This design comes from an exercise in tuning for small area, a short achievable clock period and few clock cycles per item on the open sky130 flow, not from production work.
RTL that was checked went through simulation tests only; none was proved equivalent to the original.

== PW ==
==> flow/design.v (excerpt) <==
module ebpc_encoder
  (
   input logic               clk_i,
   input logic               rst_ni,
   input logic [DATA_W-1:0]  data_i,
   input logic               last_i,
   input logic               vld_i,
   output logic              rdy_o,
   output logic              idle_o,
   output logic [DATA_W-1:0] znz_data_o,
   output logic              znz_last_o,
   output logic              znz_vld_o,
   input logic               znz_rdy_i,
   output logic [DATA_W-1:0] bpc_data_o,
   output logic              bpc_last_o,
   output logic              bpc_vld_o,
   input logic               bpc_rdy_i,
   output logic              blk_done_o
   );
clock: 12.0 ns
lec_check: 0
cap_margin: 20
core_margin: 2
core_utilization: 40
place_density: 0.6
slew_margin: 20
standard.sh (not shown) runs the stock make flow with config.mk's settings and CLKGATE_MAP_FILE= SYNTH_SCRIPT=/design/flow/synth_recipe.tcl, a recipe that flattens the netlist after the stock synthesis.
==> flow/flow/run.sh <==
#!/bin/bash
# Standard layout, with repair_timing asked for extra setup slack against
# the design's own constraints (same SDC, same clock period).
cp standard.sh standard_copy.sh.txt 2>/dev/null
export SETUP_SLACK_MARGIN=9.0
bash standard.sh > standard_flow.log 2>&1
PW reached the end of the flow, and the finished layout is clean on the timing, DRC and antenna checks.
Testbench counts of PW, summed over its fixed seeds: cycles 29,247, words 28,155.
Input-level comparison between MS and PW:
-- flow/flow/run.sh --
<<< PW, line 5
export SETUP_SLACK_MARGIN=9.0
>>> MS, line 5
export SETUP_SLACK_MARGIN=8.6
==> notes.md <==
As far as deepest clock path buffer count goes, MS and PW are indistinguishable; the numbers are identical.
The maximum frequency in MS was higher than what PW gave.
When the final numbers for MS and PW were put side by side, the non-clock buffer count in the final layout turned out to be greater in PW.
As far as cell area after synthesis goes, PW and MS are indistinguishable; the numbers are identical.
Compared with PW, in MS number of standard cells in the layout, taps in and fillers out moved down, post-cts repair resize count fell by 35.
Compared with PW, MS ends up with a smaller final cell area.

---

ebpc_encoder, a different RTL version from the one above (not shown whole).
Size: roughly 1,200 cells after synthesis, about 37 I/O pins.
export LEC_CHECK = 0
export ABC_CLOCK_PERIOD_IN_PS = 3500
export CAP_MARGIN = 20
export CORE_MARGIN = 2
export CORE_UTILIZATION = 40
export PLACE_DENSITY = 0.6
export SLEW_MARGIN = 20
create_clock -name core_clock -period 12.0 [get_ports {clk_i}]
run.sh (not shown) runs the stock make flow with config.mk's settings and CLKGATE_MAP_FILE= SYNTH_SCRIPT=/design/flow/synth_recipe.tcl, a recipe that flattens the netlist after the stock synthesis.
Stock flow here: none of the scripts above is used.
The starting point finished with timing, DRC and antenna clean.
==> next run, changes <==
ABC_CLOCK_PERIOD_IN_PS = default   (was 3500)
Setup slack does not change. Routed wire length does not change. Utilization does not change. Non-clock buffer count stays the same. Maximum frequency does not change.
Function was not checked in any run of this note: the RTL went through the layout flow alone.

---

Another version of the RTL of ebpc_encoder (not shown whole).
Size in the first run: ~280 flip-flops, ~37 I/O pins, ~13000 sq um of cells after synthesis.
==> flow/design.v (excerpt) <==
module ebpc_encoder
  (
   input logic               clk_i,
   input logic               rst_ni,
   input logic [DATA_W-1:0]  data_i,
   input logic               last_i,
   input logic               vld_i,
   output logic              rdy_o,
   output logic              idle_o,
   output logic [DATA_W-1:0] znz_data_o,
   output logic              znz_last_o,
   output logic              znz_vld_o,
   input logic               znz_rdy_i,
   output logic [DATA_W-1:0] bpc_data_o,
   output logic              bpc_last_o,
   output logic              bpc_vld_o,
   input logic               bpc_rdy_i,
   output logic              blk_done_o
   );
clock: 12.0 ns
lec_check: 0
cap_margin: 20
core_margin: 2
core_utilization: 55
cts_cluster_diameter: 100
cts_cluster_size: 25
place_density: 0.7
slew_margin: 20
standard.sh (not shown) runs the stock make flow with config.mk's settings and CLKGATE_MAP_FILE= SYNTH_SCRIPT=/design/flow/synth_recipe.tcl, a recipe that flattens the netlist after the stock synthesis.
==> flow/flow/run.sh <==
#!/bin/bash
# Standard layout, with repair_timing asked for extra setup slack against
# the design's own constraints (same SDC, same clock period).
cp standard.sh standard_copy.sh.txt 2>/dev/null
export SETUP_SLACK_MARGIN=8.6
bash standard.sh > standard_flow.log 2>&1
The starting point ran to the end with no violations.
Testbench counts at the start, summed over its fixed seeds: cycles 28,903, words 28,155.
Rerun with:
CTS_CLUSTER_DIAMETER = 70   (was 100)
CTS_CLUSTER_SIZE = 30   (was 25)
What happened: The new run ran to the end with no violations. Routed wire length drops by 0.77%. Core utilization went up by 1.1 points. Die area does not change. Final area rose by 1.9%. Setup slack degrades by 0.021 ns.
Rerun with:
CTS_CLUSTER_DIAMETER = not set   (was 70)
CTS_CLUSTER_SIZE = not set   (was 30)
Result: The changed run completed without violations. Global-route usage went up by 0.30 points. Via count went up by 1.3%. Design area went up by 2.2%. Cell count went up by 1.5%. Utilization went up by 1.3 points.
Rerun with:
CORE_UTILIZATION = 40   (was 55)
PLACE_DENSITY = 0.6   (was 0.7)
After rerunning:
- The new run finished with timing, DRC and antenna clean
- setup slack barely changes
- synthesized area stays the same
- fmax barely changes
- utilization fell by 17 points
- via count went down by 2.7%
- die area rises by 36%
- critical path depth is unchanged
- final cell count goes up by 7.8%
- wire length rises by 0.61%
Rerun with:
CORE_UTILIZATION = 55   (was 40)
CTS_CLUSTER_DIAMETER = 100   (was not set)
CTS_CLUSTER_SIZE = 30   (was not set)
PLACE_DENSITY = 0.7   (was 0.6)
What happened:
- worst hold slack gets better by 0.015 ns
- core utilization rises by 14 points
- via count climbs by 1.6%
- design area goes down by 5.5%
- flip-flop and latch count stays the same
- wire length drops by 3.1%
- maximum frequency came out higher by 0.99%
- non-clock buffer count stays the same
- worst setup slack improves by 0.034 ns
Rerun with:
CORE_UTILIZATION = 70   (was 55)
CTS_CLUSTER_SIZE = 25   (was 30)
PLACE_DENSITY = 0.8   (was 0.7)
What happened:
- area after synthesis stays the same
- die area shrinks by 21%
- count of clock-buffer cells in the layout grows by 3
- clock skew came out lower by 0.010 ns
- via count goes up by about 1.3%
- flip-flop and latch count is unchanged
- final cell count went down by 5.5%

---

## lane 3
Another version of the RTL of ebpc_encoder (not shown whole).
Size in the first run: ~0.013 mm² of cells after synthesis.
export LEC_CHECK = 0
export CAP_MARGIN = 20
export CORE_MARGIN = 2
export CORE_UTILIZATION = 40
export PLACE_DENSITY = 0.6
export SLEW_MARGIN = 20
create_clock -name core_clock -period 12.0 [get_ports {clk_i}]
==> flow/flow/run.sh <==
#!/bin/bash
# Standard layout, with repair_timing asked for extra setup slack against
# the design's own constraints (same SDC, same clock period).
cp standard.sh standard_copy.sh.txt 2>/dev/null
export SETUP_SLACK_MARGIN=8.8
bash standard.sh > standard_flow.log 2>&1
The following lists how lane 4 was set up differently from lane 3:
==> flow/flow/run.sh <==
#!/bin/bash
# Standard layout, with repair_timing asked for extra setup slack against
# the design's own constraints (same SDC, same clock period).
cp standard.sh standard_copy.sh.txt 2>/dev/null
export SETUP_SLACK_MARGIN=8.6
bash standard.sh > standard_flow.log 2>&1
Findings:
- Lane 4 improves on lane 3 in slack of the critical path.
- Worst setup path startpoint: coder_i.e_q[24] -> lane 3, coder_i.e_q[32] -> lane 4
- First-pass GRT wire length: lane 4 vs lane 3 down 0.90%
- Against lane 3, lane 4 comes in 0.87 points lower on met1 layer usage reported by global route.
- Lane 3 → lane 4: post-CTS resize count dropped 25, arrival time reported for the critical path endpoint went up 0.06 ns, non-clock buffer count fell about 1.5%, tightest slew margin relative to the limit went down 7.7 points.
- [lane 4] number of CTS-inserted buffers rose about 3.3% relative to lane 3
No run of this note included a check of the RTL's function; only the layout flow was run.

---

Another version of the RTL of ebpc_encoder (not shown whole).
Size in the first run: roughly 1200 cells after synthesis, about 270 flip-flops, roughly 13000 um^2 of cells after synthesis.
==> flow/config.mk <==
export PLATFORM = sky130hd
export DESIGN_NAME = ebpc_encoder
export DESIGN_NICKNAME = ebpc_encoder
export VERILOG_FILES = /design/flow/design.v
export SDC_FILE = /design/flow/constraint.sdc
export NUM_CORES = 4
export LEC_CHECK = 0
export CAP_MARGIN = 20
export CORE_MARGIN = 2
export CORE_UTILIZATION = 55
export CTS_CLUSTER_DIAMETER = 100
export CTS_CLUSTER_SIZE = 25
export GPL_TIMING_DRIVEN = 0
export PLACE_DENSITY = 0.7
export SLEW_MARGIN = 20
==> flow/constraint.sdc <==
create_clock -name core_clock -period 12.0 [get_ports {clk_i}]
set_input_delay 2.4000 -clock core_clock [delete_from_list [all_inputs] [get_ports {clk_i}]]
set_output_delay 2.4000 -clock core_clock [all_outputs]
set_load 0.01 [all_outputs]
==> flow/flow/run.sh <==
#!/bin/bash
# Standard layout, with repair_timing asked for extra setup slack against
# the design's own constraints (same SDC, same clock period).
cp standard.sh standard_copy.sh.txt 2>/dev/null
export SETUP_SLACK_MARGIN=8.6
bash standard.sh > standard_flow.log 2>&1
The baseline finished clean.
Testbench counts at the start, summed over its fixed seeds: cycles 28,903, words 28,155.
Edit:
ABC_AREA = 1   (was unset)
GPL_TIMING_DRIVEN = unset   (was 0)
Result: The changed run produced a clean layout; final area goes down by 3.4%; fmax barely changes; register-to-register slack stays flat; sequential share of layout area goes up by 1.8 points; worst setup slack hardly moves; routed wire length goes down by 6.7%; count of clock-buffer cells in the layout goes up by 1; die area goes down by 2.1%.
Edit:
--- a/flow/flow/run.sh
+++ b/flow/flow/run.sh
@@ -5,2 +5,3 @@
 export SETUP_SLACK_MARGIN=8.6
+export CTS_ARGS="-sink_clustering_enable -repair_clock_nets -sink_clustering_size 25 -sink_clustering_max_diameter 100 -dont_use_dummy_load -sink_clustering_levels 1"
 bash standard.sh > standard_flow.log 2>&1
ABC_AREA = unset   (was 1)
Outcome: Via count came out lower by a few percent; sequential share of layout area falls by 0.74 points; die area increases by a few percent; clock skew went up by 25 ps; worst hold slack is better by 4.8 ps; clock-buffer cell count decreases by 8.
Edit:
==> flow/flow/run.sh (replaced) <==
#!/bin/bash
# Standard layout, with repair_timing asked for extra setup slack against
# the design's own constraints (same SDC, same clock period).
cp standard.sh standard_copy.sh.txt 2>/dev/null
export SETUP_SLACK_MARGIN=8.6
export CTS_ARGS="-sink_clustering_enable -repair_clock_nets -sink_clustering_size 25 -sink_clustering_max_diameter 100 -dont_use_dummy_load"
bash standard.sh > standard_flow.log 2>&1
ABC_AREA = 1   (was unset)
Result: The changed run finished with timing, DRC and antenna clean. Synthesized cell count increases by roughly a tenth. Worst setup slack gets better by 20 ps. Fmax rose slightly. Synthesized area drops by a few percent.
Edit:
==> flow/flow/run.sh (replaced) <==
#!/bin/bash
# Standard layout, with repair_timing asked for extra setup slack against
# the design's own constraints (same SDC, same clock period).
cp standard.sh standard_copy.sh.txt 2>/dev/null
export SETUP_SLACK_MARGIN=8.4
bash standard.sh > standard_flow.log 2>&1
The changed run ran to the end with no violations.
Core utilization is about the same.
Worst hold slack improves by 6.0 ps.
Die area does not change.

[re-timing with driven ports]
How much do the figures lean on ideal ports? The routed layouts below were timed once more, with nothing changed but the port constraints.
Step 1 assumes that a clkbuf_16 drives the clock port and a buf_2 every other input.
Step 2 times the ports against the registers' clock, not the clock port: input delays grow and output delays shrink by t, the midpoint of the rising clock arrivals with the driver on.
a / b / c = ideal ports / drivers / drivers and shift; a / b = the first two.
| run | t, ns | setup slack, ns | worst setup path after step 2 |
|---|---|---|---|
| PW | 0.612 | 8.477 / 8.425 / 8.337 | input to register |
| MS | 0.543 | 8.542 / 8.493 / 8.130 | input to register |
| the first run of note 2 | 0.598 | 7.459 / 7.459 / 7.459 | register to register |
| the second run of note 2 | 0.598 | 7.459 / 7.459 / 7.459 | register to register |
| the first run of note 3 | 0.542 | 8.524 / 8.473 / 8.126 | input to register |
| the second run of note 3 | 0.555 | 8.503 / 8.456 / 8.109 | input to register |
| the third run of note 3 | 0.593 | 8.497 / 8.450 / 8.112 | input to register |
| the fourth run of note 3 | 0.589 | 8.494 / 8.446 / 8.106 | input to register |
| the fifth run of note 3 | 0.545 | 8.529 / 8.481 / 8.136 | input to register |
| the sixth run of note 3 | 0.536 | 8.505 / 8.459 / 8.128 | input to register |
| lane 3 | 0.601 | 7.905 / 7.905 / 7.905 | register to register |
| lane 4 | 0.609 | 7.947 / 7.947 / 7.947 | register to register |
| the first run of note 5 | 0.540 | 8.538 / 8.491 / 8.134 | input to register |
| the second run of note 5 | 0.540 | 8.540 / 8.494 / 8.206 | input to register |
| the third run of note 5 | 0.534 | 8.525 / 8.477 / 8.170 | input to register |
| the fourth run of note 5 | 0.522 | 8.545 / 8.498 / 8.216 | input to register |
| the fifth run of note 5 | 0.538 | 8.429 / 8.382 / 8.117 | input to register |
After both steps setup and hold are still met in every run listed. The setup slack of MS, which loses most, moves by -0.049 ns with the drivers and by -0.412 ns with both steps.
